This design comes from an exercise in tuning for small area on the open sky130 flow, not from production work.
At most, simulation tests tie the RTL to the original design; equivalence was not proved.
Only the layout flow was run in runs 4 and 5; the RTL was not checked for function there.

$ cat flow/flow/run.sh
#!/bin/bash
# Own flow: the standard layout (standard.sh, standard synthesis unchanged) with two
# changes: the port buffers use the smallest buffer cell, and CTS adds no dummy loads.
# Clustering is the same as config.mk's CTS_CLUSTER_SIZE / CTS_CLUSTER_DIAMETER.
export BUFFER_PORTS_ARGS="-buffer_cell sky130_fd_sc_hd__buf_1"
export CTS_ARGS="-sink_clustering_enable -repair_clock_nets -sink_clustering_size 25 -sink_clustering_max_diameter 120 -dont_use_dummy_load"
bash standard.sh > standard.log 2>&1
$ cat flow/constraint.sdc
create_clock -name core_clock -period 12.0 [get_ports {clk}]
set_input_delay 2.4000 -clock core_clock [delete_from_list [all_inputs] [get_ports {clk}]]
set_output_delay 2.4000 -clock core_clock [all_outputs]
set_load 0.01 [all_outputs]
$ cat flow/design.v
package R2SdfDefinesPkg;
  localparam int DW = 16, FW = DW - 1;
endpackage
module Rca #(
    parameter int W  = 8,
    parameter int FS = 1000
) (
    input  wire [W-1:0] a,
    input  wire [W-1:0] b,
    input  wire         cin,
    output wire [W-1:0] s
);
  wire [W:0] c;
  assign c[0] = cin;
  for (genvar i = 0; i < W; i++) begin : g_bit
    assign s[i] = a[i] ^ (b[i] ^ c[i]);
    if (i >= FS + 3 && (i - FS) % 4 == 3) begin : g_la
      wire [3:0] gg = a[i:i-3] & b[i:i-3];
      wire [3:0] pp = a[i:i-3] | b[i:i-3];
      assign c[i+1] = gg[3] | (pp[3] & gg[2]) | (pp[3] & pp[2] & gg[1]) |
                      (pp[3] & pp[2] & pp[1] & gg[0]) | (&pp & c[i-3]);
    end else begin : g_rc
      assign c[i+1] = (a[i] & b[i]) | (a[i] & c[i]) | (b[i] & c[i]);
    end
  end
endmodule
module ShAdd #(
    parameter int WA = 8,
    parameter int WB = 8,
    parameter int SH = 0,
    parameter int WO = 8,
    parameter int FA = 1000    
) (
    input  wire signed [WA-1:0] a,
    input  wire signed [WB-1:0] b,
    input  wire                 neg,
    output wire        [WO-1:0] y
);
  wire signed [WO-1:0] ae = a;
  wire signed [WO-SH-1:0] bx = b;
  wire [WO-SH-1:0] be = bx ^ {(WO - SH) {neg}};
  if (FA < 0) begin : g_ks
    assign y[WO-1:SH] = ae[WO-1:SH] + be + neg;
  end else begin : g_rc
    Rca #(WO - SH, (FA > SH) ? FA - SH : 0) u_add (
        .a  (ae[WO-1:SH]),
        .b  (be),
        .cin(neg),
        .s  (y[WO-1:SH])
    );
  end
  if (SH > 0) begin : g_lo
    assign y[SH-1:0] = ae[SH-1:0];
  end
endmodule
module DelayChain #(
    parameter int DW  = 8,
    parameter int LEN = 4
) (
    input  wire             clk,
    input  wire             rst_n,
    input  wire             en,
    input  wire  [DW-1 : 0] in,
    output logic [DW-1 : 0] out
);
  generate
    if (LEN == 0) begin : g_wire
      assign out = in;
    end else begin : g_chain
      logic [DW-1 : 0] dly[LEN];
      always_ff @(posedge clk, negedge rst_n) begin
        if (!rst_n) begin
          for (int i = 0; i < LEN; i++) dly[i] <= '0;
        end else if (en) begin
          dly[0] <= in;
          for (int i = 1; i < LEN; i++) dly[i] <= dly[i-1];
        end
      end
      assign out = dly[LEN-1];
    end
  endgenerate
endmodule
module DelayChainMem #(
    parameter int DW  = 8,
    parameter int LEN = 4
) (
    input  wire             clk,
    input  wire             rst_n,
    input  wire             en,
    input  wire  [DW-1 : 0] din,
    output logic [DW-1 : 0] dout
);
  logic [DW-1 : 0] dly[LEN];
  always_ff @(posedge clk) begin
    if (en) begin
      dly[0] <= din;
      for (int i = 1; i < LEN; i++) dly[i] <= dly[i-1];
    end
  end
  assign dout = dly[LEN-1];
endmodule
module Triv1 (
    input  wire [15:0] x,
    input  wire        neg,
    output wire [15:0] y
);
  wire pos = ~x[15];
  wire nz = |x;
  wire d = neg ? pos : (pos & nz);
  wire [16:0] b;
  wire [15:0] dec;
  assign b[0] = d;
  for (genvar i = 0; i < 16; i++) begin : g_dec
    assign dec[i] = x[i] ^ b[i];
    assign b[i+1] = b[i] & ~x[i];
  end
  wire fix = ~neg & x[15] & ~(|x[14:0]);
  assign y = neg ? ~dec : {dec[15:1], dec[0] | fix};
endmodule
module RotTriv (
    input  wire [15:0] ar,
    input  wire [15:0] ai,
    input  wire        j,
    input  wire        inv,
    output wire [15:0] re,
    output wire [15:0] im
);
  Triv1 u_re (
      .x  (j ? ai : ar),
      .neg(j & ~inv),
      .y  (re)
  );
  Triv1 u_im (
      .x  (j ? ar : ai),
      .neg(j & inv),
      .y  (im)
  );
endmodule
module Rot1 (
    input  wire [15:0] ar,
    input  wire [15:0] ai,
    input  wire        k,
    input  wire        inv,
    output wire [15:0] re,
    output wire [15:0] im
);
  RotTriv u_t (
      .ar (ar),
      .ai (ai),
      .j  (k),
      .inv(inv),
      .re (re),
      .im (im)
  );
endmodule
module Mul23170 (
    input  wire [16:0] u,
    output wire [15:0] p,
    output wire        lz
);
  wire [19:0] u5;
  wire [23:0] u65;
  wire [22:0] u45;
  wire [29:0] u11585;
  ShAdd #(17, 17, 2, 20, 16) a5 (.a(u), .b(u), .neg(1'b0), .y(u5));
  ShAdd #(17, 17, 6, 24, 16) a65 (.a(u), .b(u), .neg(1'b0), .y(u65));
  ShAdd #(20, 20, 3, 23, 16) a45 (.a(u5), .b(u5), .neg(1'b0), .y(u45));
  ShAdd #(24, 23, 8, 30, 16) a11585 (.a(u65), .b(u45), .neg(1'b0), .y(u11585));
  assign p  = u11585[29:14];
  assign lz = ~(|u11585[13:0]);
endmodule
module Rot2 (
    input  wire [15:0] ar,
    input  wire [15:0] ai,
    input  wire [ 1:0] k,
    input  wire        inv,
    output wire [15:0] re,
    output wire [15:0] im,
    output wire        zre,
    output wire        zim
);
  wire [15:0] t_re, t_im;
  RotTriv u_t (
      .ar (ar),
      .ai (ai),
      .j  (k[1]),
      .inv(inv),
      .re (t_re),
      .im (t_im)
  );
  wire [16:0] us, ud;
  Rca #(17, 16) u_s (
      .a  ({ar[15], ar}),
      .b  ({ai[15], ai}),
      .cin(1'b0),
      .s  (us)
  );
  Rca #(17, 16) u_d (
      .a  ({ar[15], ar}),
      .b  (~{ai[15], ai}),
      .cin(1'b1),
      .s  (ud)
  );
  wire [15:0] ms, md;
  wire zs, zd;
  Mul23170 u_ms (
      .u (us),
      .p (ms),
      .lz(zs)
  );
  Mul23170 u_md (
      .u (ud),
      .p (md),
      .lz(zd)
  );
  wire re_d = (k[1] == inv);
  wire re_n = k[1];
  wire im_n = inv;
  wire [15:0] m_re = re_d ? md : ms;
  wire [15:0] m_im = re_d ? ms : md;
  wire l_re = re_d ? zd : zs;
  wire l_im = re_d ? zs : zd;
  assign re = k[0] ? (m_re ^ {16{re_n}}) : t_re;
  assign im = k[0] ? (m_im ^ {16{im_n}}) : t_im;
  assign zre = k[0] & re_n & l_re;
  assign zim = k[0] & im_n & l_im;
endmodule
module Mcm3 (
    input  wire [15:0] x,
    output wire [30:0] p30273,
    output wire [30:0] n12539,
    output wire [30:0] p23170
);
  wire [18:0] x5;
  wire [22:0] x65;
  wire [21:0] x45;
  wire [27:0] t;
  wire [21:0] x49;
  wire [29:0] n12, x11585;
  ShAdd #(16, 16, 2, 19, 1000) a5 (.a(x), .b(x), .neg(1'b0), .y(x5));
  ShAdd #(16, 16, 6, 23, 1000) a65 (.a(x), .b(x), .neg(1'b0), .y(x65));
  ShAdd #(19, 19, 3, 22, 1000) a45 (.a(x5), .b(x5), .neg(1'b0), .y(x45));
  ShAdd #(23, 19, 9, 28, 1000) at (.a(x65), .b(x5), .neg(1'b1), .y(t));
  ShAdd #(28, 16, 15, 31, 1000) a30273 (.a(t), .b(x), .neg(1'b0), .y(p30273));
  ShAdd #(23, 16, 4, 22, 1000) a49 (.a(x65), .b(x), .neg(1'b1), .y(x49));
  ShAdd #(19, 22, 8, 30, 1000) a12539 (.a(x5), .b(x49), .neg(1'b1), .y(n12));
  ShAdd #(23, 22, 8, 30, 1000) a11585 (.a(x65), .b(x45), .neg(1'b0), .y(x11585));
  assign n12539 = {n12[29], n12};
  assign p23170 = {x11585, 1'b0};
endmodule
module Rot3Part (
    input  wire [30:0] xa0,   
    input  wire [30:0] xa1,   
    input  wire [30:0] xa2,   
    input  wire [15:0] xt,    
    input  wire [30:0] yb0,
    input  wire [30:0] yb1,
    input  wire [30:0] yb2,
    input  wire [15:0] yt,    
    input  wire [ 3:0] xs,    
    input  wire [ 3:0] ys,
    input  wire        nx,
    input  wire        ny,
    output wire [15:0] y,     
    output wire        z
);
  wire [30:0] xv = ({31{xs[0]}} & xa0) | ({31{xs[1]}} & xa1) | ({31{xs[2]}} & xa2) |
                   ({31{xs[3]}} & {{15{xt[15]}}, xt});
  wire [30:0] yv = ({31{ys[0]}} & yb0) | ({31{ys[1]}} & yb1) | ({31{ys[2]}} & yb2) |
                   ({31{ys[3]}} & {yt, 15'd0});
  wire b = nx ^ ny;
  wire c = ~nx & ny;
  wire both = nx & ny;
  wire [30:0] p;
  Rca #(31, 24) u_add (
      .a  (xv),
      .b  (yv ^ {31{b}}),
      .cin(c),
      .s  (p)
  );
  assign y = p[30:15] ^ {16{nx}};
  assign z = both & ~(|p[14:0]);
endmodule
module Rot3 (
    input  wire [15:0] ar,
    input  wire [15:0] ai,
    input  wire [ 2:0] k,
    input  wire        inv,
    output wire [15:0] re,
    output wire [15:0] im,
    output wire        zre,
    output wire        zim
);
  wire [30:0] a30, a12, a23, b30, b12, b23;
  Mcm3 u_ma (
      .x(ar),
      .p30273(a30),
      .n12539(a12),
      .p23170(a23)
  );
  Mcm3 u_mb (
      .x(ai),
      .p30273(b30),
      .n12539(b12),
      .p23170(b23)
  );
  logic [3:0] xs_re, ys_re, xs_im, ys_im;
  logic nx_re, ny_re, nx_im, ny_im;
  logic [15:0] xt_re, yt_re, xt_im, yt_im;
  logic [3:0] cm, sm;   
  always_comb begin
    case (k)
      3'd1, 3'd7: begin cm = 4'b0001; sm = 4'b0010; end
      3'd3, 3'd5: begin cm = 4'b0010; sm = 4'b0001; end
      3'd2, 3'd6: begin cm = 4'b0100; sm = 4'b0100; end
      default:    begin cm = 4'b1000; sm = 4'b1000; end
    endcase
    xt_re = ar; yt_re = ar; xt_im = ai; yt_im = ai;
    if (k[1:0] == 2'd0) begin
      if (!k[2]) begin
        xt_re = ar; yt_re = ar; nx_re = 1'b1; ny_re = 1'b0;
        xt_im = ai; yt_im = ai; nx_im = 1'b1; ny_im = 1'b0;
      end else begin
        xt_re = ai; yt_re = ai; nx_re = inv; ny_re = ~inv;
        xt_im = ar; yt_im = ar; nx_im = ~inv; ny_im = inv;
      end
      xs_re = 4'b1000; ys_re = 4'b1000; xs_im = 4'b1000; ys_im = 4'b1000;
    end else begin
      xs_re = cm; nx_re = k[2] ^ cm[1];
      ys_re = sm; ny_re = ~inv ^ sm[1];
      xs_im = sm; nx_im = inv ^ sm[1];
      ys_im = cm; ny_im = k[2] ^ cm[1];
    end
  end
  Rot3Part u_re (
      .xa0(a30), .xa1(a12), .xa2(a23), .xt(xt_re),
      .yb0(b30), .yb1(b12), .yb2(b23), .yt(yt_re),
      .xs(xs_re), .ys(ys_re), .nx(nx_re), .ny(ny_re), .y(re), .z(zre)
  );
  Rot3Part u_im (
      .xa0(a30), .xa1(a12), .xa2(a23), .xt(xt_im),
      .yb0(b30), .yb1(b12), .yb2(b23), .yt(yt_im),
      .xs(xs_im), .ys(ys_im), .nx(nx_im), .ny(ny_im), .y(im), .z(zim)
  );
endmodule
module Bf2Part (
    input  wire [15:0] x0,
    input  wire [15:0] x1v,   
    input  wire        x1z,
    input  wire        sel,
    input  wire        sc,
    output wire [15:0] z0,
    output wire [15:0] z1
);
  wire [16:0] x0e = {x0[15], x0};
  wire [16:0] x1e = {x1v[15], x1v};
  wire ov = sel & x1z & (x1v == 16'h7fff);
  wire [16:0] s, d;
  Rca #(17) u_sum (
      .a  (x0e),
      .b  (x1e & {17{sel}}),
      .cin(x1z & sel),
      .s  (s)
  );
  wire [16:0] nd;
  Rca #(17) u_dif (
      .a  (~(x0e & {17{sel}})),
      .b  (~(x1e ^ {17{sel}})),
      .cin(~(x1z ^ sel)),
      .s  (nd)
  );
  assign d = ~nd;
  wire sh = sel & sc;
  assign z0 = sh ? {s[16] ^ ov, s[15:1]} : s[15:0];
  assign z1 = sh ? {d[16] ^ ov, d[15:1]} : d[15:0];
endmodule
module Bf2 (
    input  wire  signed [15:0] x0_re,
    input  wire  signed [15:0] x0_im,
    input  wire  signed [15:0] x1_re,
    input  wire  signed [15:0] x1_im,
    input  wire                x1z_re,
    input  wire                x1z_im,
    output logic signed [15:0] z0_re,
    output logic signed [15:0] z0_im,
    output logic signed [15:0] z1_re,
    output logic signed [15:0] z1_im,
    input  wire                sel,
    input  wire                scale
);
  Bf2Part u_re (
      .x0 (x0_re),
      .x1v(x1_re),
      .x1z(x1z_re),
      .sel(sel),
      .sc (scale),
      .z0 (z0_re),
      .z1 (z1_re)
  );
  Bf2Part u_im (
      .x0 (x0_im),
      .x1v(x1_im),
      .x1z(x1z_im),
      .sel(sel),
      .sc (scale),
      .z0 (z0_im),
      .z1 (z1_im)
  );
endmodule
module R2Sdf #(
    parameter int STG = 4
) (
    input  wire                clk,
    input  wire                rst_n,
    input  wire                en,
    input  wire                scale,
    input  wire                invexp,
    input  wire  signed [15:0] in_re,
    input  wire  signed [15:0] in_im,
    input  wire                in_sync,
    output logic signed [15:0] out_re,
    output logic signed [15:0] out_im,
    output logic               out_sync
);
  logic [3:0] ccnt, ccnt_next;
  assign ccnt_next = in_sync ? '0 : ccnt + 1'b1;
  always_ff @(posedge clk, negedge rst_n) begin
    if (!rst_n) ccnt <= '0;
    else if (en) ccnt <= ccnt_next;
  end
  always_ff @(posedge clk, negedge rst_n) begin
    if (!rst_n) out_sync <= '0;
    else if (en) out_sync <= ccnt == 4'd4;
  end
  logic [5:0] c0d;
  logic [3:0] c1d;
  logic [1:0] c2d;
  always_ff @(posedge clk, negedge rst_n) begin
    if (!rst_n) begin
      c0d <= '0;
      c1d <= '0;
      c2d <= '0;
    end else if (en) begin
      c0d <= {c0d[4:0], ccnt[0]};
      c1d <= {c1d[2:0], ccnt[1]};
      c2d <= {c2d[0], ccnt[2]};
    end
  end
  logic [15:0] x0_3re, x0_3im, z0_3re, z0_3im, z1_3re, z1_3im;
  Bf2 bf3 (
      .x0_re(x0_3re), .x0_im(x0_3im), .x1_re(in_re), .x1_im(in_im), .x1z_re(1'b0), .x1z_im(1'b0),
      .z0_re(z0_3re), .z0_im(z0_3im), .z1_re(z1_3re), .z1_im(z1_3im),
      .sel(ccnt[3]), .scale(scale)
  );
  DelayChainMem #(.DW(32), .LEN(8)) dl3 (
      .clk(clk), .rst_n(rst_n), .en(en),
      .din({z1_3re, z1_3im}), .dout({x0_3re, x0_3im})
  );
  logic [15:0] mi2_re, mi2_im, p2_re, p2_im, x1_2re, x1_2im;
  logic [2:0] k2;
  always_ff @(posedge clk) begin
    if (en) begin
      mi2_re <= z0_3re;
      mi2_im <= z0_3im;
      k2 <= ccnt[3] ? 3'd0 : ccnt[2:0];
    end
  end
  logic p2z_re, p2z_im, x1z_2re, x1z_2im;
  Rot3 rot2 (.ar(mi2_re), .ai(mi2_im), .k(k2), .inv(invexp), .re(p2_re), .im(p2_im),
             .zre(p2z_re), .zim(p2z_im));
  always_ff @(posedge clk) begin
    if (en) begin
      x1_2re <= p2_re;
      x1_2im <= p2_im;
      x1z_2re <= p2z_re;
      x1z_2im <= p2z_im;
    end
  end
  logic [15:0] x0_2re, x0_2im, z0_2re, z0_2im, z1_2re, z1_2im;
  Bf2 bf2 (
      .x0_re(x0_2re), .x0_im(x0_2im), .x1_re(x1_2re), .x1_im(x1_2im), .x1z_re(x1z_2re), .x1z_im(x1z_2im),
      .z0_re(z0_2re), .z0_im(z0_2im), .z1_re(z1_2re), .z1_im(z1_2im),
      .sel(c2d[1]), .scale(scale)
  );
  DelayChainMem #(.DW(32), .LEN(4)) dl2 (
      .clk(clk), .rst_n(rst_n), .en(en),
      .din({z1_2re, z1_2im}), .dout({x0_2re, x0_2im})
  );
  logic [15:0] mi1_re, mi1_im, p1_re, p1_im, x1_1re, x1_1im;
  logic [1:0] k1;
  always_ff @(posedge clk) begin
    if (en) begin
      mi1_re <= z0_2re;
      mi1_im <= z0_2im;
      k1 <= c2d[1] ? 2'd0 : {c1d[1], c0d[1]};
    end
  end
  logic p1z_re, p1z_im, x1z_1re, x1z_1im;
  Rot2 rot1 (.ar(mi1_re), .ai(mi1_im), .k(k1), .inv(invexp), .re(p1_re), .im(p1_im),
             .zre(p1z_re), .zim(p1z_im));
  always_ff @(posedge clk) begin
    if (en) begin
      x1_1re <= p1_re;
      x1_1im <= p1_im;
      x1z_1re <= p1z_re;
      x1z_1im <= p1z_im;
    end
  end
  logic [15:0] x0_1re, x0_1im, z0_1re, z0_1im, z1_1re, z1_1im;
  Bf2 bf1 (
      .x0_re(x0_1re), .x0_im(x0_1im), .x1_re(x1_1re), .x1_im(x1_1im), .x1z_re(x1z_1re), .x1z_im(x1z_1im),
      .z0_re(z0_1re), .z0_im(z0_1im), .z1_re(z1_1re), .z1_im(z1_1im),
      .sel(c1d[3]), .scale(scale)
  );
  DelayChainMem #(.DW(32), .LEN(2)) dl1 (
      .clk(clk), .rst_n(rst_n), .en(en),
      .din({z1_1re, z1_1im}), .dout({x0_1re, x0_1im})
  );
  logic [15:0] mi0_re, mi0_im, p0_re, p0_im, x1_0re, x1_0im;
  logic k0;
  always_ff @(posedge clk) begin
    if (en) begin
      mi0_re <= z0_1re;
      mi0_im <= z0_1im;
      k0 <= c1d[3] ? 1'b0 : c0d[3];
    end
  end
  Rot1 rot0 (.ar(mi0_re), .ai(mi0_im), .k(k0), .inv(invexp), .re(p0_re), .im(p0_im));
  always_ff @(posedge clk) begin
    if (en) begin
      x1_0re <= p0_re;
      x1_0im <= p0_im;
    end
  end
  logic [15:0] x0_0re, x0_0im, z0_0re, z0_0im, z1_0re, z1_0im;
  Bf2 bf0 (
      .x0_re(x0_0re), .x0_im(x0_0im), .x1_re(x1_0re), .x1_im(x1_0im), .x1z_re(1'b0), .x1z_im(1'b0),
      .z0_re(z0_0re), .z0_im(z0_0im), .z1_re(z1_0re), .z1_im(z1_0im),
      .sel(c0d[5]), .scale(scale)
  );
  DelayChainMem #(.DW(32), .LEN(1)) dl0 (
      .clk(clk), .rst_n(rst_n), .en(en),
      .din({z1_0re, z1_0im}), .dout({x0_0re, x0_0im})
  );
  always_ff @(posedge clk) begin
    if (en) begin
      out_re <= z0_0re;
      out_im <= z0_0im;
    end
  end
endmodule
$ cat flow/config.mk
export PLATFORM = sky130hd
export DESIGN_NAME = R2Sdf
export DESIGN_NICKNAME = R2Sdf
export VERILOG_FILES = /design/flow/design.v
export SDC_FILE = /design/flow/constraint.sdc
export NUM_CORES = 4
export LEC_CHECK = 0
export ABC_AREA = 1
export CAP_MARGIN = 20
export CORE_MARGIN = 2
export CORE_UTILIZATION = 40
export CTS_CLUSTER_DIAMETER = 120
export CTS_CLUSTER_SIZE = 25
export SETUP_SLACK_MARGIN = 0.15
export SLEW_MARGIN = 20
$ cat flow/standard.sh
#!/bin/bash
# synth_recipe.tcl (not shown) runs the flow's synth.tcl, then flattens the netlist and writes it again
# the make line also repeats each setting of config.mk as NAME=value (left out here)
make -C /OpenROAD-flow-scripts/flow DESIGN_CONFIG=/design/flow/config.mk WORK_HOME=/design/flow/orfs CLKGATE_MAP_FILE= SYNTH_SCRIPT=/design/flow/synth_recipe.tcl "${@:-finish}"
==> impl_metrics.csv, run 1 <==
group,metric,value,unit
layout,seq_area,0.0219,mm²
yosys,syn_nets,5520,
clock_network,cts_tree,"built",
timing,fmax,86.1,MHz
floorplan,start_util,40.3,%
drt,drtIter0Drc,2562,
yosys,syn_avg_cell_area,11.8,µm²
timing,tightest_slew,1090,ps
worst_setup_path,worstSetupPathType,"reg -> reg",
global_routing,grtUsageTotal,18.5,%
clock_network,htree_levels,2,
yosys,ys_types,47,
floorplan,dieHeight,368,µm
timing,slew_headroom,26.9,%
worst_setup_path,required,12360,ps
worst_setup_path,cpPeakStageDelay,460,ps
layout,multiInputGateArea,0.0286,mm²
layout,syn_to_final_growth,9.16,%
clock_network,clock_latency,630,ps
yosys,synthArstFlopShare,2.33,%
layout,final_cells,6420,
timing,fin_crit_sh,96.8,%
layout,layout_common_cells,"757 x nand2_1, 714 x edfxtp_1, 656 x inv_1",
worst_setup_path,cpMostUsedCell,"fa_1",
drt,avgRoutedWirePerCell,19.4,µm
drt,vias,32200,
yosys,ys_seq_area_share,41.2,%
timing,skew,30.0,ps
clock_network,clkTransAtPathRegs,100,ps
timing,hold_viol,0,
worst_setup_path,cp-end-kind,"register",
yosys,synth_edf_count,714,
clock_network,cts_buffer_depth,3,
drt,routed_wirelength,125000,µm
floorplan,fp-row-count,133,
place,portBuffers,70,
worst_setup_path,worst_ep_arrival_time,11980,ps
drt,route.detailed.drc,0,
timing,drv_slew,0,
layout,fin_util,44.0,%
worst_setup_path,path_buf_inv,4,
floorplan,die_area,0.135,mm²
status,status,"complete, no violations",
worst_setup_path,crit_family,"adder cells",
worst_hold_path,worstHoldPathType,"reg -> reg",
floorplan,core,0.131,mm²
yosys,ys_seq_elements,731,
drt,first_pass_iters,6,
layout,fin_nets,5678,
worst_setup_path,crit_path_start_kind,"register",
yosys,syn_inst,4508,
global_routing,grt_pass1_vias,32900,
timing,hold_ws,403,ps
place,hpwl,98000,µm
place,dpl-instance-area,0.0564,mm²
worst_setup_path,slowest_stage,"fa_1",
global_routing,grt_pass1_wl,193000,µm
global_routing,grt_start_max_net_pins,167,
place,dpl.cell_count,6358,
yosys,synth_warnings,10,
timing,setup_viol,0,
timing,rsz0062_at_grt,"true",
layout,fillers,12300,
floorplan,die_w,368,µm
yosys,synthFlopType,"edfxtp_1",
clock_network,root_buffer,"clkbuf_16",
job,cap_violations,0,
yosys,syn_area,0.0530,mm²
drt,post_drt_via_cell_ratio,5.01,
layout,drive_above_1_share,10.9,%
timing,fin_crit,11610,ps
global_routing,antenna_found_initial,4,
global_routing,grt.overflow.total,0,
layout,fin_area,0.0579,mm²
worst_setup_path,crit_path_max_fanout,2,
clock_network,numCtsBuffers,35,
clock_network,cts_sinks,731,
drt,ant_nets,0,
layout,final_common_cell,"nand2_1",
floorplan,pin_count,71,
place,routabilityCongestion,0.940,
==> cells by family after synthesis <==
group                    synth area share [%]
AO/OA/AOI/OAI                            5.32
XOR/XNOR                                 3.42
adder cells (fa/ha/maj)                  33.0
buffers and inverters                    6.03
flip-flops                               41.2
multiplexers                             1.69
AND/OR/NAND/NOR                          9.26
==> sequential cells by signal (all words and copies together) (netlist names), 32 cells and up <==
name,flops
dl2.dly,128
dl3.dly,256
dl1.dly,64
dl0.dly,32
==> layer usage <==
layer	vias to the layer above	wire (µm)	GRT usage [%]
met1	16100	54900	25.7
li1	15100	-	-
met3	157	6120	2.61
met4	0	3940	5.68
met5	-	0	0
met2	802	59600	30.2
==> layout make-up <==
type	count	share of cell area (%)
Timing Repair Buffer	266	3.06
Inverter	688	4.47
Antenna cell	1	0.00432
Multi-Input combinational cell	2944	49.4
Tap cell	1755	3.79
Sequential cell	731	37.8
Clock buffer	35	1.51
==> worst paths after layout <==
kind,slack [ps],cells past startpoint,endpoint,start
min in group asynchronous,1750,2,c0d[5],rst_n
hold / removal,400,0,dl3.dly[6][5],dl3.dly[5][5]
hold reg to reg,400,0,dl3.dly[6][5],dl3.dly[5][5]
setup reg to reg,390,37,x1_2im[15],mi2_im[0]
setup / recovery,390,37,x1_2im[15],mi2_im[0]
max in group asynchronous,9970,2,ccnt[3],rst_n
==> timing repair <==
action	in CTS	in global routing
gates resized for setup	51	108
setup endpoints to repair	4	20
pin swaps	5	29
gates cloned	0	0
buffers inserted	3	22
hold buffers	0	0
==> Yosys cell counts, drive strengths merged (5+ instances only) <==
cell type  count  share of area [%]
nand4         52               0.61
mux2i         83                1.6
xnor2         65                1.1
ha           264                6.2
o22ai         29               0.34
nor3          39               0.37
mux2           6               0.13
or2           35               0.41
inv          682                4.8
nor4          20               0.24
clkbuf        85               0.60
dfrtp         17               0.80
nand2        766                5.4
o221ai        29               0.48
fa           710                 27
clkinv         6              0.042
a21oi        121                1.2
nand3        112                1.1
o2111ai       16               0.26
o21ai        261                2.5
buf           60               0.55
nand3b         5              0.071
xor2         142                2.3
o211ai        26               0.37
nor2         147                1.1
edfxtp       714                 40
==> per-stage QoR <==
step	worst slack (ps)	setup TNS (ps)
after global routing	-47.8	-63.3
final	386	0
after global placement	-164	-261
after CTS	136	0
after floorplan	81.9	0
after detailed placement	-300	-724
==> run 2: changes to the inputs <==
==> flow/flow/run.sh (replaced) <==
#!/bin/bash
# Own flow: the standard layout (standard.sh, standard synthesis unchanged) with two
# changes: the port buffers use the smallest buffer cell, and CTS adds no dummy loads.
# Clustering is the same as config.mk's CTS_CLUSTER_SIZE / CTS_CLUSTER_DIAMETER.
export BUFFER_PORTS_ARGS="-buffer_cell sky130_fd_sc_hd__buf_1"
export CTS_ARGS="-sink_clustering_enable -repair_clock_nets -sink_clustering_size 30 -sink_clustering_max_diameter 100 -dont_use_dummy_load"
bash standard.sh > standard.log 2>&1
--- a/flow/config.mk
+++ b/flow/config.mk
@@ -9,7 +9,7 @@
 export CAP_MARGIN = 20
 export CORE_MARGIN = 2
 export CORE_UTILIZATION = 40
-export CTS_CLUSTER_DIAMETER = 120
-export CTS_CLUSTER_SIZE = 25
+export CTS_CLUSTER_DIAMETER = 100
+export CTS_CLUSTER_SIZE = 30
 export SETUP_SLACK_MARGIN = 0.15
 export SLEW_MARGIN = 20
==> impl_metrics.csv, run 2 <==
group,metric,value,unit
status,status,"complete, no violations",
yosys,ys_seq_elements,731,
yosys,synth-xor-area-share,3.42,%
layout,layout_common_cells,"757 x nand2_1, 714 x edfxtp_1, 656 x inv_1",
floorplan,die_area,0.135,mm²
drt,vias,32100,
floorplan,die_w,368,µm
timing,fin_crit_sh,97.7,%
yosys,synth-adder-area-share,33.0,%
floorplan,start_util,40.3,%
clock_network,hold_buffers,0,
worst_setup_path,crit_path_max_fanout,2,
worst_hold_path,worstHoldPathType,"reg -> reg",
yosys,synth_compound_area_share,5.32,%
job,cap_violations,0,
global_routing,antenna_found_initial,4,
timing,hold_viol,0,
layout,syn_to_final_growth,9.14,%
yosys,syn_avg_cell_area,11.8,µm²
floorplan,pin_count,71,
place,dpl-instance-area,0.0564,mm²
timing,slew_headroom,27.2,%
yosys,ys_seq_area_share,41.2,%
timing,setup_viol,0,
yosys,synth_area_leader_cell,"edfxtp_1",
worst_setup_path,worst_r2r_startpoint,"mi2_im[0]",
layout,top_register,"dl3.dly",
worst_setup_path,slowest_stage,"fa_1",
yosys,synth_edf_count,714,
global_routing,grt_pass1_vias,32800,
timing,rsz0062_at_grt,"true",
drt,drtIter0Drc,2592,
yosys,yosys.area_share.simple,9.26,%
yosys,synth_warnings,10,
floorplan,fp-row-count,133,
place,pre_cts_ws,-300,ps
layout,fillers,12300,
layout,fin_nets,5676,
yosys,synth_top_family_by_area,"adder cells",
yosys,synthArstFlopShare,2.33,%
yosys,muxShareOfSynthArea,1.69,%
timing,tightest_slew,1090,ps
timing,fmax,85.3,MHz
worst_setup_path,worstSetupStartpoint,"mi2_im[0]",
global_routing,grtUsageTotal,18.5,%
drt,ant_nets,0,
place,routabilityCongestion,0.940,
timing,layout_setup_ws,278,ps
clock_network,cts_buffer_depth,3,
clock_network,root_buffer,"clkbuf_16",
worst_setup_path,crit_path_start_kind,"register",
drt,avgRoutedWirePerCell,19.3,µm
clock_network,cts_tree,"built",
worst_setup_path,r2r_slack,280,ps
timing,fin_crit,11720,ps
yosys,syn_nets,5520,
drt,routed_wirelength,124000,µm
place,portBuffers,70,
yosys,synth_common_cells,"763 x nand2_1, 714 x edfxtp_1, 710 x fa_1",
worst_setup_path,required,12290,ps
timing,drv_slew,0,
clock_network,numCtsBuffers,34,
worst_hold_path,hold_path_startpoint,"dl2.dly[0][28]",
yosys,synthFlopType,"edfxtp_1",
global_routing,grt_pass1_wl,192000,µm
yosys,synth_area_leaders,"edfxtp_1 40%, fa_1 27%, ha_1 6.2%",
global_routing,grt_start_max_net_pins,167,
yosys,synth_top_area_share,40.4,%
clock_network,clkTransAtPathRegs,110,ps
layout,top_regs,"dl3.dly: 256 flops, dl2.dly: 128 flops, dl1.dly: 64 flops",
layout,final_common_cell,"nand2_1",
worst_setup_path,cpPeakStageDelay,460,ps
floorplan,dieHeight,368,µm
drt,post_drt_via_cell_ratio,5.00,
yosys,syn_inst,4508,
timing,skew,94.0,ps
clock_network,cts_sinks,731,
timing,setup_tns,0,ps
clock_network,htree_levels,2,
place,hpwl,98000,µm
layout,drive_above_1_share,11.0,%
yosys,syn_area,0.0530,mm²
clock_network,clock_latency,620,ps
drt,first_pass_iters,6,
yosys,ys_types,47,
yosys,synth_most_common_cell,"nand2_1",
layout,fin_area,0.0579,mm²
worst_setup_path,worst_ep_arrival_time,12020,ps
worst_setup_path,cpMostUsedCell,"fa_1",
global_routing,grt.overflow.total,0,
worst_setup_path,worstSetupPathType,"reg -> reg",
drt,route.detailed.drc,0,
floorplan,core,0.131,mm²
layout,largest_reg_flops,256,
worst_setup_path,cp-end-kind,"register",
run 2: final timing paths:
kind	end	cells past startpoint
setup / recovery	x1_2im[15]	37
hold / removal	dl2.dly[1][28]	0
setup reg to reg	x1_2im[15]	37
hold reg to reg	dl2.dly[1][28]	0
max in group asynchronous	ccnt[3]	2
min in group asynchronous	c0d[4]	2
run 2: cell type report:
class                           count  area, µm²  area share [%]
Antenna cell                        1       2.50         0.00432
Clock buffer                       34        851            1.47
Inverter                          688       2590            4.47
Multi-Input combinational cell   2944      28600            49.4
Sequential cell                   731      21900            37.8
Tap cell                         1755       2200            3.79
Timing Repair Buffer              265       1760            3.05
run 2: cells by family (layout without fill, tap and decap cells):
kind of cell | after synthesis | after routing
simple gates | 1176 | 1176
fa+ha+maj | 974 | 974
buf+inv | 833 | 987
flops | 731 | 731
compound gates | 498 | 498
xor+xnor | 207 | 207
mux | 89 | 89
other cells | 0 | 1
run 2: stage by stage:
step,hold WS [ps],util [%],instances
finish,376,44.0,6418
global route,371,44.0,6418
CTS,374,43.7,6394
detailed placement,405,42.9,6358
global placement,400,42.9,6358
floorplan,400,-,4508
run 2: critical path: cells and delay by family, from the launching register on:
| family | cells | cell delay (ps) |
|---|---|---|
| adder cells (fa/ha/maj) | 25 | 9490 |
| AND/OR/NAND/NOR | 6 | 750 |
| buffers and inverters | 4 | 460 |
| flip-flops | 1 | 420 |
| XOR/XNOR | 2 | 270 |
run 2: timing repair:
item | 4_1_cts | 5_1_grt
pin swaps | 5 | 31
endpoints found under the setup margin | 4 | 21
cloned | 0 | 0
resized for setup | 59 | 107
setup buffers | 2 | 22
run 2: routing by layer:
metal | part of all wire, % | vias up | track usage (%)
li1 | - | 15100 | -
met1 | 44 | 16100 | 25.6
met2 | 48 | 758 | 30.1
met3 | 4.8 | 156 | 2.63
met4 | 3.1 | 0 | 5.65
met5 | 0 | - | 0
==> run 3: changes to the inputs <==
==> flow/flow/run.sh (replaced) <==
#!/bin/bash
# Own flow: the standard layout (standard.sh, standard synthesis unchanged) with two
# changes: the port buffers use the smallest buffer cell, and CTS adds no dummy loads.
# Clustering is the same as config.mk's CTS_CLUSTER_SIZE / CTS_CLUSTER_DIAMETER.
export BUFFER_PORTS_ARGS="-buffer_cell sky130_fd_sc_hd__buf_1"
export CTS_ARGS="-sink_clustering_enable -repair_clock_nets -sink_clustering_size 28 -sink_clustering_max_diameter 110 -dont_use_dummy_load"
bash standard.sh > standard.log 2>&1
--- a/flow/config.mk
+++ b/flow/config.mk
@@ -9,7 +9,7 @@
 export CAP_MARGIN = 20
 export CORE_MARGIN = 2
 export CORE_UTILIZATION = 40
-export CTS_CLUSTER_DIAMETER = 100
-export CTS_CLUSTER_SIZE = 30
+export CTS_CLUSTER_DIAMETER = 110
+export CTS_CLUSTER_SIZE = 28
 export SETUP_SLACK_MARGIN = 0.15
 export SLEW_MARGIN = 20
==> impl_metrics.csv, run 3 <==
group,metric,value,unit
status,status,"complete, no violations",
floorplan,dieHeight,368,µm
clock_network,hold_buffers,0,
floorplan,core,0.131,mm²
drt,first_pass_iters,5,
clock_network,cts_sinks,731,
yosys,syn_nets,5520,
yosys,synth_common_cells,"763 x nand2_1, 714 x edfxtp_1, 710 x fa_1",
yosys,synthArstFlopShare,2.33,%
global_routing,grt_pass1_wl,192000,µm
clock_network,root_buffer,"clkbuf_16",
timing,slew_headroom,24.2,%
layout,syn_to_final_growth,8.91,%
yosys,synth_area_leader_cell,"edfxtp_1",
worst_hold_path,worstHoldPathType,"reg -> reg",
timing,rsz0062_at_grt,"true",
floorplan,start_util,40.3,%
global_routing,grtUsageTotal,18.4,%
clock_network,htree_levels,1,
timing,fmax,85.7,MHz
yosys,synth_warnings,10,
drt,drtIter0Drc,2624,
layout,fin_area,0.0577,mm²
timing,drv_slew,0,
layout,layout_common_cells,"757 x nand2_1, 714 x edfxtp_1, 656 x inv_1",
drt,route.detailed.drc,0,
global_routing,grt.overflow.total,0,
worst_setup_path,crit_path_max_fanout,2,
clock_network,cts_tree,"built",
floorplan,pin_count,71,
worst_setup_path,worst_r2r_startpoint,"mi2_im[0]",
yosys,syn_inst,4508,
place,portBuffers,70,
yosys,ys_types,47,
worst_hold_path,hold_path_startpoint,"dl2.dly[0][16]",
global_routing,grt_start_max_net_pins,167,
yosys,synth_edf_count,714,
worst_setup_path,required,12400,ps
place,dpl-instance-area,0.0564,mm²
global_routing,grt_pass1_vias,32800,
yosys,synthFlopType,"edfxtp_1",
worst_setup_path,reg2reg_depth,38,
drt,vias,32100,
timing,tightest_slew,1130,ps
yosys,ys_seq_elements,731,
yosys,synth_area_leaders,"edfxtp_1 40%, fa_1 27%, ha_1 6.2%",
clock_network,clock_latency,690,ps
worst_setup_path,worstSetupStartpoint,"mi2_im[0]",
drt,routed_wirelength,124000,µm
yosys,synth_most_common_cell,"nand2_1",
layout,fin_nets,5673,
worst_setup_path,cp-end-kind,"register",
yosys,ys_seq_area_share,41.2,%
job,cap_violations,0,
layout,multiInputGateArea,0.0285,mm²
layout,drive_above_1_share,10.7,%
place,routabilityCongestion,0.940,
clock_network,numCtsBuffers,31,
layout,top_regs,"dl3.dly: 256 flops, dl2.dly: 128 flops, dl1.dly: 64 flops",
drt,post_drt_via_cell_ratio,5.00,
worst_setup_path,slowest_stage,"fa_1",
worst_setup_path,cpPeakStageDelay,460,ps
worst_setup_path,crit_path_start_kind,"register",
yosys,syn_area,0.0530,mm²
drt,ant_nets,0,
layout,seq_area,0.0219,mm²
timing,fin_crit_sh,97.3,%
clock_network,clkTransAtPathRegs,110,ps
worst_hold_path,min_path_cells,0,
timing,fin_crit,11670,ps
drt,avgRoutedWirePerCell,19.4,µm
worst_setup_path,cpMostUsedCell,"fa_1",
clock_network,cts_buffer_depth,3,
layout,largest_reg_flops,256,
layout,final_common_cell,"nand2_1",
yosys,synth_top_area_share,40.4,%
worst_setup_path,worstSetupPathType,"reg -> reg",
worst_setup_path,worst_ep_arrival_time,12080,ps
timing,layout_setup_ws,327,ps
floorplan,fp-row-count,133,
layout,top_register,"dl3.dly",
yosys,syn_avg_cell_area,11.8,µm²
timing,hold_viol,0,
place,pre_cts_ws,-300,ps
floorplan,die_w,368,µm
global_routing,antenna_found_initial,4,
floorplan,die_area,0.135,mm²
layout,fillers,12300,
place,hpwl,98000,µm
timing,setup_viol,0,
timing,skew,71.3,ps
run 3: cell count changes in the layout (fill, tap and decap cells not counted), moves of 2 or more:
cell and change:
a21oi_1 +2, fa_2 -6, a21oi_2 -2, nor2_1 +2, clkbuf_16 -3, fa_1 +6, nor2_2 -2
run 3: per-stage QoR:
step | hold slack, ps | TNS [ps] | instances | util (%)
2_1_floorplan | 400 | 0 | 4508 | -
3_5_place_dp | 405 | -724 | 6358 | 42.9
4_1_cts | 400 | 0 | 6392 | 43.6
3_3_place_gp | 400 | -261 | 6358 | 42.9
6_report | 399 | 0 | 6415 | 43.9
5_1_grt | 408 | -32.2 | 6415 | 43.9
run 3: critical path: cells and delay by family, from the launching register on:
kind / cells / cell delay, ps
DFF: 1 / 410
buffers and inverters: 5 / 520
and+or+nand+nor: 6 / 720
adders and majority gates: 25 / 9500
xor gates and xnor gates: 2 / 260
run 3: cells by family after synthesis:
group                      after synthesis  synth area share (%)
buffers and inverters                  833                  6.03
muxes                                   89                  1.69
AOI/OAI and AO/OA                      498                  5.32
and+or+nand+nor                       1176                  9.26
adders and majority gates              974                  33.0
xor gates and xnor gates               207                  3.42
DFF                                    731                  41.2
run 3: final cells by class:
class / count / area share, %
Multi-Input combinational cell: 2944 / 49.4
Sequential cell: 731 / 37.9
Inverter: 688 / 4.48
Tap cell: 1755 / 3.80
Timing Repair Buffer: 265 / 3.06
Clock buffer: 31 / 1.34
Antenna cell: 1 / 0.00433
run 3: final timing paths:
check                                 end  slack [ps]
setup reg to reg               x1_2re[15]         330
setup / recovery               x1_2re[15]         330
hold / removal             dl2.dly[1][16]         400
max in group asynchronous         ccnt[3]       10030
hold reg to reg            dl2.dly[1][16]         400
min in group asynchronous          c0d[4]        1700
run 3: what timing repair did:
item	CTS	global route
pin swaps	5	32
setup endpoints to repair	4	20
buffers inserted	3	21
gates resized for setup	52	102
run 3: routing by layer:
| metal | share of wire [%] | wire, µm | GRT usage (%) |
|---|---|---|---|
| met2 | 48 | 59100 | 30.0 |
| met1 | 44 | 54400 | 25.4 |
| met5 | 0 | 0 | 0 |
| met3 | 5.1 | 6360 | 2.52 |
| met4 | 3.4 | 4230 | 5.80 |
==> run 4: changes to the inputs <==
--- a/flow/design.v
+++ b/flow/design.v
@@ -99,6 +99,18 @@
   end
   assign dout = dly[LEN-1];
 endmodule
+module Inc16 (
+    input  wire [15:0] q,
+    input  wire        inc,
+    output wire [15:0] y
+);
+  Rca #(16) u_inc (
+      .a  (q),
+      .b  (16'd0),
+      .cin(inc),
+      .s  (y)
+  );
+endmodule
 module Triv1 (
     input  wire [15:0] x,
     input  wire        neg,
@@ -162,10 +174,10 @@
   wire [23:0] u65;
   wire [22:0] u45;
   wire [29:0] u11585;
-  ShAdd #(17, 17, 2, 20, 16) a5 (.a(u), .b(u), .neg(1'b0), .y(u5));
-  ShAdd #(17, 17, 6, 24, 16) a65 (.a(u), .b(u), .neg(1'b0), .y(u65));
-  ShAdd #(20, 20, 3, 23, 16) a45 (.a(u5), .b(u5), .neg(1'b0), .y(u45));
-  ShAdd #(24, 23, 8, 30, 16) a11585 (.a(u65), .b(u45), .neg(1'b0), .y(u11585));
+  ShAdd #(17, 17, 2, 20, 1000) a5 (.a(u), .b(u), .neg(1'b0), .y(u5));
+  ShAdd #(17, 17, 6, 24, 1000) a65 (.a(u), .b(u), .neg(1'b0), .y(u65));
+  ShAdd #(20, 20, 3, 23, 1000) a45 (.a(u5), .b(u5), .neg(1'b0), .y(u45));
+  ShAdd #(24, 23, 8, 30, 1000) a11585 (.a(u65), .b(u45), .neg(1'b0), .y(u11585));
   assign p  = u11585[29:14];
   assign lz = ~(|u11585[13:0]);
 endmodule
@@ -189,13 +201,13 @@
       .im (t_im)
   );
   wire [16:0] us, ud;
-  Rca #(17, 16) u_s (
+  Rca #(17, 1000) u_s (
       .a  ({ar[15], ar}),
       .b  ({ai[15], ai}),
       .cin(1'b0),
       .s  (us)
   );
-  Rca #(17, 16) u_d (
+  Rca #(17, 1000) u_d (
       .a  ({ar[15], ar}),
       .b  (~{ai[15], ai}),
       .cin(1'b1),
@@ -272,7 +284,7 @@
   wire c = ~nx & ny;
   wire both = nx & ny;
   wire [30:0] p;
-  Rca #(31, 24) u_add (
+  Rca #(31, 2) u_add (
       .a  (xv),
       .b  (yv ^ {31{b}}),
       .cin(c),
@@ -362,14 +374,12 @@
       .cin(x1z & sel),
       .s  (s)
   );
-  wire [16:0] nd;
   Rca #(17) u_dif (
-      .a  (~(x0e & {17{sel}})),
-      .b  (~(x1e ^ {17{sel}})),
-      .cin(~(x1z ^ sel)),
-      .s  (nd)
+      .a  (x0e & {17{sel}}),
+      .b  (x1e ^ {17{sel}}),
+      .cin(x1z ^ sel),
+      .s  (d)
   );
-  assign d = ~nd;
   wire sh = sel & sc;
   assign z0 = sh ? {s[16] ^ ov, s[15:1]} : s[15:0];
   assign z1 = sh ? {d[16] ^ ov, d[15:1]} : d[15:0];
==> flow/run.sh (new file) <==
#!/bin/bash
# synth_recipe.tcl (not shown) runs the flow's synth.tcl, then flattens the netlist and writes it again
# the make line also repeats each setting of config.mk as NAME=value (left out here)
make -C /OpenROAD-flow-scripts/flow DESIGN_CONFIG=/design/flow/config.mk WORK_HOME=/design/flow/orfs CLKGATE_MAP_FILE= SYNTH_SCRIPT=/design/flow/synth_recipe.tcl finish
==> flow/config.mk (replaced) <==
export PLATFORM = sky130hd
export DESIGN_NAME = R2Sdf
export DESIGN_NICKNAME = R2Sdf
export VERILOG_FILES = /design/flow/design.v
export SDC_FILE = /design/flow/constraint.sdc
export NUM_CORES = 4
export LEC_CHECK = 0
export CAP_MARGIN = 20
export CORE_MARGIN = 2
export CORE_UTILIZATION = 40
export SLEW_MARGIN = 20
removed: flow/flow/run.sh
removed: flow/standard.sh
==> impl_metrics.csv, run 4 <==
group,metric,value,unit
status,status,"complete, but fails checks",
status,check-failures,"setup timing",
worst_setup_path,slowest_stage,"fa_2",
clock_network,htree_levels,3,
yosys,synthArstFlopShare,2.33,%
timing,fin_crit_sh,103,%
floorplan,pin_count,71,
yosys,ys_seq_area_share,40.1,%
worst_hold_path,worstHoldPathType,"reg -> reg",
worst_setup_path,crit_path_start_kind,"register",
floorplan,core,0.135,mm²
drt,vias,31900,
worst_setup_path,crit_path_max_fanout,3,
worst_hold_path,hold_path_startpoint,"dl2.dly[2][1]",
timing,layout_setup_ws,-412,ps
place,portBuffers,70,
timing,slew_headroom,18.4,%
timing,tightest_slew,1220,ps
timing,fin_crit,12410,ps
worst_setup_path,worst_ep_arrival_time,12820,ps
yosys,synthFlopType,"edfxtp_1",
worst_setup_path,reg2reg_depth,43,
layout,drive_above_1_share,17.4,%
layout,top_register,"dl3.dly",
worst_setup_path,cpMostUsedCell,"fa_2",
clock_network,root_buffer,"clkbuf_16",
clock_network,numCtsBuffers,80,
global_routing,grtUsageTotal,18.6,%
timing,hold_viol,0,
layout,fillers,12100,
drt,route.detailed.drc,0,
layout,syn_to_final_growth,13.6,%
timing,drv_slew,0,
yosys,synth_area_leaders,"edfxtp_1 39%, fa_1 26%, ha_1 5.9%",
global_routing,grt_start_max_net_pins,188,
yosys,syn_nets,5177,
global_routing,grt_pass1_vias,34400,
worst_setup_path,worst_r2r_startpoint,"mi1_re[0]",
yosys,synth_edf_count,714,
layout,top_regs,"dl3.dly: 256 flops, dl2.dly: 128 flops, dl1.dly: 64 flops",
worst_setup_path,cp-end-kind,"register",
layout,multiInputGateArea,0.0304,mm²
worst_setup_path,crit_family,"adder cells",
job,cap_violations,0,
yosys,syn_area,0.0546,mm²
layout,layout_common_cells,"714 x edfxtp_1, 533 x fa_1, 525 x inv_1",
place,routabilityCongestion,0.947,
clock_network,cts_tree,"built",
yosys,synth_warnings,10,
worst_setup_path,r2r_slack,-410,ps
global_routing,grt_pass1_wl,200000,µm
drt,post_drt_via_cell_ratio,5.10,
yosys,ys_types,90,
place,hpwl,98900,µm
global_routing,antenna_found_initial,2,
floorplan,dieHeight,373,µm
worst_setup_path,path_buf_inv,6,
clock_network,hold_buffers,0,
layout,fin_util,45.7,%
drt,ant_nets,0,
floorplan,die_area,0.139,mm²
timing,hold_ws,387,ps
worst_hold_path,hold_path_end,"dl2.dly[3][1]",
clock_network,cts_buffer_depth,3,
timing,fmax,80.6,MHz
yosys,synth_common_cells,"716 x fa_1, 714 x edfxtp_1, 559 x inv_1",
timing,rsz0062_at_grt,"true",
drt,first_pass_iters,6,
layout,largest_reg_flops,256,
worst_setup_path,worstSetupPathType,"reg -> reg",
yosys,synth_most_common_cell,"fa_1",
layout,fin_nets,5416,
layout,seq_area,0.0219,mm²
global_routing,grt.overflow.total,0,
clock_network,clkTransAtPathRegs,60,ps
yosys,synth_area_leader_cell,"edfxtp_1",
worst_hold_path,min_path_cells,0,
worst_setup_path,cpPeakStageDelay,550,ps
clock_network,clock_latency,700,ps
timing,skew,44.6,ps
drt,routed_wirelength,127000,µm
layout,final_common_cell,"edfxtp_1",
yosys,syn_avg_cell_area,13.1,µm²
yosys,ys_seq_elements,731,
worst_setup_path,r2r_end,"x1_1im[15]",
drt,avgRoutedWirePerCell,20.4,µm
timing,setup_viol,5,
place,pre_cts_ws,-736,ps
clock_network,cts_sinks,731,
worst_setup_path,required,12400,ps
floorplan,start_util,40.3,%
floorplan,fp-row-count,135,
yosys,syn_inst,4165,
yosys,synth_top_area_share,39.3,%
floorplan,die_w,373,µm
drt,drtIter0Drc,2041,
-- run 4: changes by cell type after synthesis, moves of 118 or more --
cell     delta
mux2_2    +121
inv_1     -118
o21ai_0   -191
nand2_1   -434
xnor2_1   +149
mux2i_1   +166
-- run 4: how the worst max path moves through the flow --
| stage | from | endpoint | slack (ps) | depth (start not counted) |
|---|---|---|---|---|
| floorplan | mi1_im[0] | x1_1im[15] | -270 | 43 |
| global placement | mi1_re[0] | x1_1im[15] | -510 | 43 |
| detailed placement | mi1_re[0] | x1_1im[15] | -740 | 43 |
| CTS | mi1_re[0] | x1_1im[15] | -460 | 43 |
| global route | mi1_re[0] | x1_1im[15] | -840 | 43 |
| finish | mi1_re[0] | x1_1im[15] | -410 | 43 |
-- run 4: final cells by class --
cell class | count | area share, %
inverters | 562 | 3.40
clock buffers | 91 | 3.30
flip-flops and latches | 731 | 35.3
clock inverters | 53 | 1.18
multi-input cells | 2716 | 49.1
diodes | 1 | 0.00404
well taps | 1781 | 3.60
repair buffers | 313 | 4.13
-- run 4: per-layer routing --
| metal | vias to the layer above | track usage, % | share of wire (%) |
|---|---|---|---|
| met4 | 2 | 7.16 | 3.9 |
| li1 | 14700 | - | - |
| met2 | 701 | 30.9 | 48 |
| met3 | 228 | 2.63 | 4.4 |
| met5 | - | 0 | 0.013 |
| met1 | 16300 | 24.7 | 43 |
-- run 4: kinds of logic (layout without fill, tap and decap cells) --
family	Yosys count	count (layout)	synth area share, %
simple gates	658	658	5.48
fa+ha+maj	992	992	32.5
buf+inv	718	1019	5.32
compound gates	420	420	5.00
other cells	0	1	0
mux	377	377	7.21
flops	731	731	40.1
xor+xnor	269	269	4.39
-- run 4: what timing repair did --
| item | 4_1_cts | 5_1_grt |
|---|---|---|
| pin swaps | 39 | 52 |
| endpoints found under the setup margin | 12 | 14 |
| resized for setup | 62 | 104 |
| buffers inserted | 4 | 9 |
-- run 4: per-stage QoR --
stage / instances / instance area, µm² / setup TNS [ps]
after floorplan: 4165 / 54700 / -742
after global placement: 6091 / 58700 / -2770
after detailed placement: 6091 / 58700 / -4430
after CTS: 6239 / 61700 / -1250
after global routing: 6247 / 62000 / -3560
final: 6248 / 62000 / -1070
==> run 5: changes to the inputs <==
--- a/flow/design.v
+++ b/flow/design.v
@@ -284,7 +284,7 @@
   wire c = ~nx & ny;
   wire both = nx & ny;
   wire [30:0] p;
-  Rca #(31, 2) u_add (
+  Rca #(31, 1000) u_add (
       .a  (xv),
       .b  (yv ^ {31{b}}),
       .cin(c),
==> impl_metrics.csv, run 5 <==
group,metric,value,unit
drt,avgRoutedWirePerCell,20.8,µm
drt,routed_wirelength,120000,µm
timing,fmax,78.6,MHz
global_routing,grt_pass1_wl,187000,µm
global_routing,grtUsageTotal,18.6,%
layout,fin_util,46.3,%
clock_network,hold_buffers,0,
clock_network,cts_tree,"built",
yosys,synth_most_common_cell,"fa_1",
drt,wl_met1,53700,µm
place,hpwl,93000,µm
clock_network,clkTransAtPathRegs,60,ps
worst_setup_path,worst_ep_arrival_time,13110,ps
place,portBuffers,70,
worst_setup_path,cp-end-kind,"register",
worst_setup_path,crit_path_max_fanout,2,
clock_network,htree_levels,3,
drt,first_pass_iters,5,
yosys,syn_nets,4699,
layout,layout_common_cells,"714 x edfxtp_1, 525 x fa_1, 399 x inv_1",
layout,syn_to_final_growth,15.1,%
yosys,synth_area_leader_cell,"edfxtp_1",
worst_setup_path,required,12390,ps
place,dpl.cell_count,5587,
clock_network,cts_buffer_depth,3,
worst_setup_path,cpMostUsedCell,"fa_2",
timing,fin_crit,12720,ps
drt,post_drt_via_cell_ratio,5.04,
layout,final_common_cell,"edfxtp_1",
status,check-failures,"setup timing",
place,routabilityCongestion,0.933,
layout,drive_above_1_share,20.4,%
timing,tightest_slew,1040,ps
worst_setup_path,slowest_stage,"fa_2",
clock_network,cts_sinks,731,
drt,ant_nets,0,
yosys,synthArstFlopShare,2.33,%
status,status,"complete, but fails checks",
layout,final_cells,5738,
floorplan,pin_count,71,
yosys,synth_warnings,10,
yosys,syn_inst,3673,
yosys,syn_avg_cell_area,14.2,µm²
layout,top_regs,"dl3.dly: 256 flops, dl2.dly: 128 flops, dl1.dly: 64 flops",
timing,layout_setup_ws,-716,ps
timing,drv_slew,0,
floorplan,die_area,0.133,mm²
yosys,synthFlopType,"edfxtp_1",
yosys,syn_area,0.0520,mm²
drt,vias,28900,
timing,setup_viol,11,
floorplan,core,0.129,mm²
yosys,synth_top_area_share,41.2,%
clock_network,root_buffer,"clkbuf_16",
timing,hold_viol,0,
yosys,ys_types,61,
layout,fin_nets,4959,
drt,route.detailed.drc,0,
drt,met2_length,56900,µm
layout,top_register,"dl3.dly",
timing,fin_crit_sh,106,%
worst_setup_path,worstSetupPathType,"reg -> reg",
floorplan,die_w,365,µm
floorplan,fp-row-count,132,
floorplan,dieHeight,365,µm
worst_hold_path,worstHoldPathType,"reg -> reg",
clock_network,numCtsBuffers,80,
global_routing,grt_start_max_net_pins,158,
yosys,synth_common_cells,"748 x fa_1, 714 x edfxtp_1, 417 x inv_1",
global_routing,antenna_found_initial,3,
drt,topRoutingLayerUsed,"met5",
yosys,ys_seq_elements,731,
yosys,ys_seq_area_share,42.1,%
yosys,synth_area_leaders,"edfxtp_1 41%, fa_1 29%, ha_1 5.8%",
timing,slew_headroom,30.4,%
timing,skew,40.2,ps
global_routing,grt_pass1_vias,31600,
global_routing,grt.overflow.total,0,
clock_network,clock_latency,680,ps
layout,largest_reg_flops,256,
worst_setup_path,cpPeakStageDelay,600,ps
timing,rsz0062_at_grt,"true",
drt,drtIter0Drc,2164,
worst_setup_path,crit_path_start_kind,"register",
drt,met3_length,5110,µm
job,cap_violations,0,
floorplan,start_util,40.2,%
yosys,synth_edf_count,714,
run 5: per-layer routing:
layer | GRT usage, % | up-vias
li1 | - | 13100
met1 | 25.9 | 14900
met2 | 30.2 | 633
met3 | 2.88 | 216
met4 | 5.73 | 6
met5 | 0 | -
run 5: worst paths after layout:
kind	startpoint	end	slack [ps]	cells past startpoint
worst max-delay path	mi1_re[0]	x1_1im[15]	-720	41
worst min-delay path	dl3.dly[4][10]	dl3.dly[5][10]	400	0
worst max register to register	mi1_re[0]	x1_1im[15]	-720	41
worst min register to register	dl3.dly[4][10]	dl3.dly[5][10]	400	0
max in group asynchronous	rst_n	c1d[3]	9610	2
min in group asynchronous	rst_n	c1d[1]	2100	2
run 5: through the flow:
stage	cell area, µm²	TNS (ps)	setup WS [ps]	hold slack (ps)
global route	59800	-7880	-1010	412
detailed placement	56600	-12140	-1260	405
floorplan	52400	-4610	-956	400
global placement	56600	-10020	-1180	400
CTS	59600	-4280	-694	399
finish	59800	-4100	-716	400
run 5: timing repair:
| item | 4_1_cts | 5_1_grt |
|---|---|---|
| buffers inserted | 6 | 4 |
| pin swaps | 63 | 54 |
| setup endpoints to repair | 16 | 16 |
| gates resized for setup | 120 | 51 |
run 5: critical path: cells and delay by family (launching register included):
family / cells / cell delay (ps)
DFF: 1 / 390
buffers and inverters: 4 / 230
xor gates and xnor gates: 4 / 750
adders and majority gates: 31 / 10860
muxes: 1 / 140
AOI/OAI and AO/OA: 1 / 90
run 5: final cells by class:
cell class	instances	area (µm²)
fillers	11400	69500
multi-input cells	2374	29000
flip-flops and latches	731	21900
repair buffers	327	2730
well taps	1742	2180
clock buffers	100	2100
inverters	419	1580
clock inverters	44	372
diodes	1	2.50
run 5: cells by family after synthesis:
group | Yosys count | share of synthesized area [%]
AOI/OAI and AO/OA | 368 | 4.57
and+or+nand+nor | 445 | 3.76
xor gates and xnor gates | 237 | 4.08
adders and majority gates | 988 | 34.6
DFF | 731 | 42.1
buffers and inverters | 568 | 4.18
muxes | 336 | 6.76

-- afterwards: timing with drivers on the ports --
The flow's constraints put no driver on any port. The routed layouts listed below were extracted and timed again, unchanged, in two steps.
Step 1, drivers: a clkbuf_16 drives clk and a buf_2 each remaining input, both assumed.
Step 2 also shifts input and output timing later by t, the mid clock arrival at the registers, as if the neighbouring blocks saw the same clock.
a / b / c = no drivers / after step 1 / after step 2; a / b = the first two.
run	t (ns)	setup WS [ns]	worst hold slack (ns)
run 1	0.686	0.386 / 0.386 / -0.269	0.403 / 0.403 / 0.403
run 2	0.658	0.278 / 0.278 / -0.278	0.376 / 0.376 / 0.376
run 3	0.724	0.327 / 0.327 / -0.281	0.399 / 0.399 / 0.399
run 4	0.763	-0.412 / -0.412 / -0.412	0.387 / 0.387 / 0.387
run 5	0.736	-0.716 / -0.716 / -1.080	0.400 / 0.400 / 0.400
Met with ideal ports but missed after step 2: setup timing in run 1, run 2 and run 3. For run 1, which loses most, drivers alone change the setup slack by 0.000 ns; drivers and shift together by -0.655 ns.
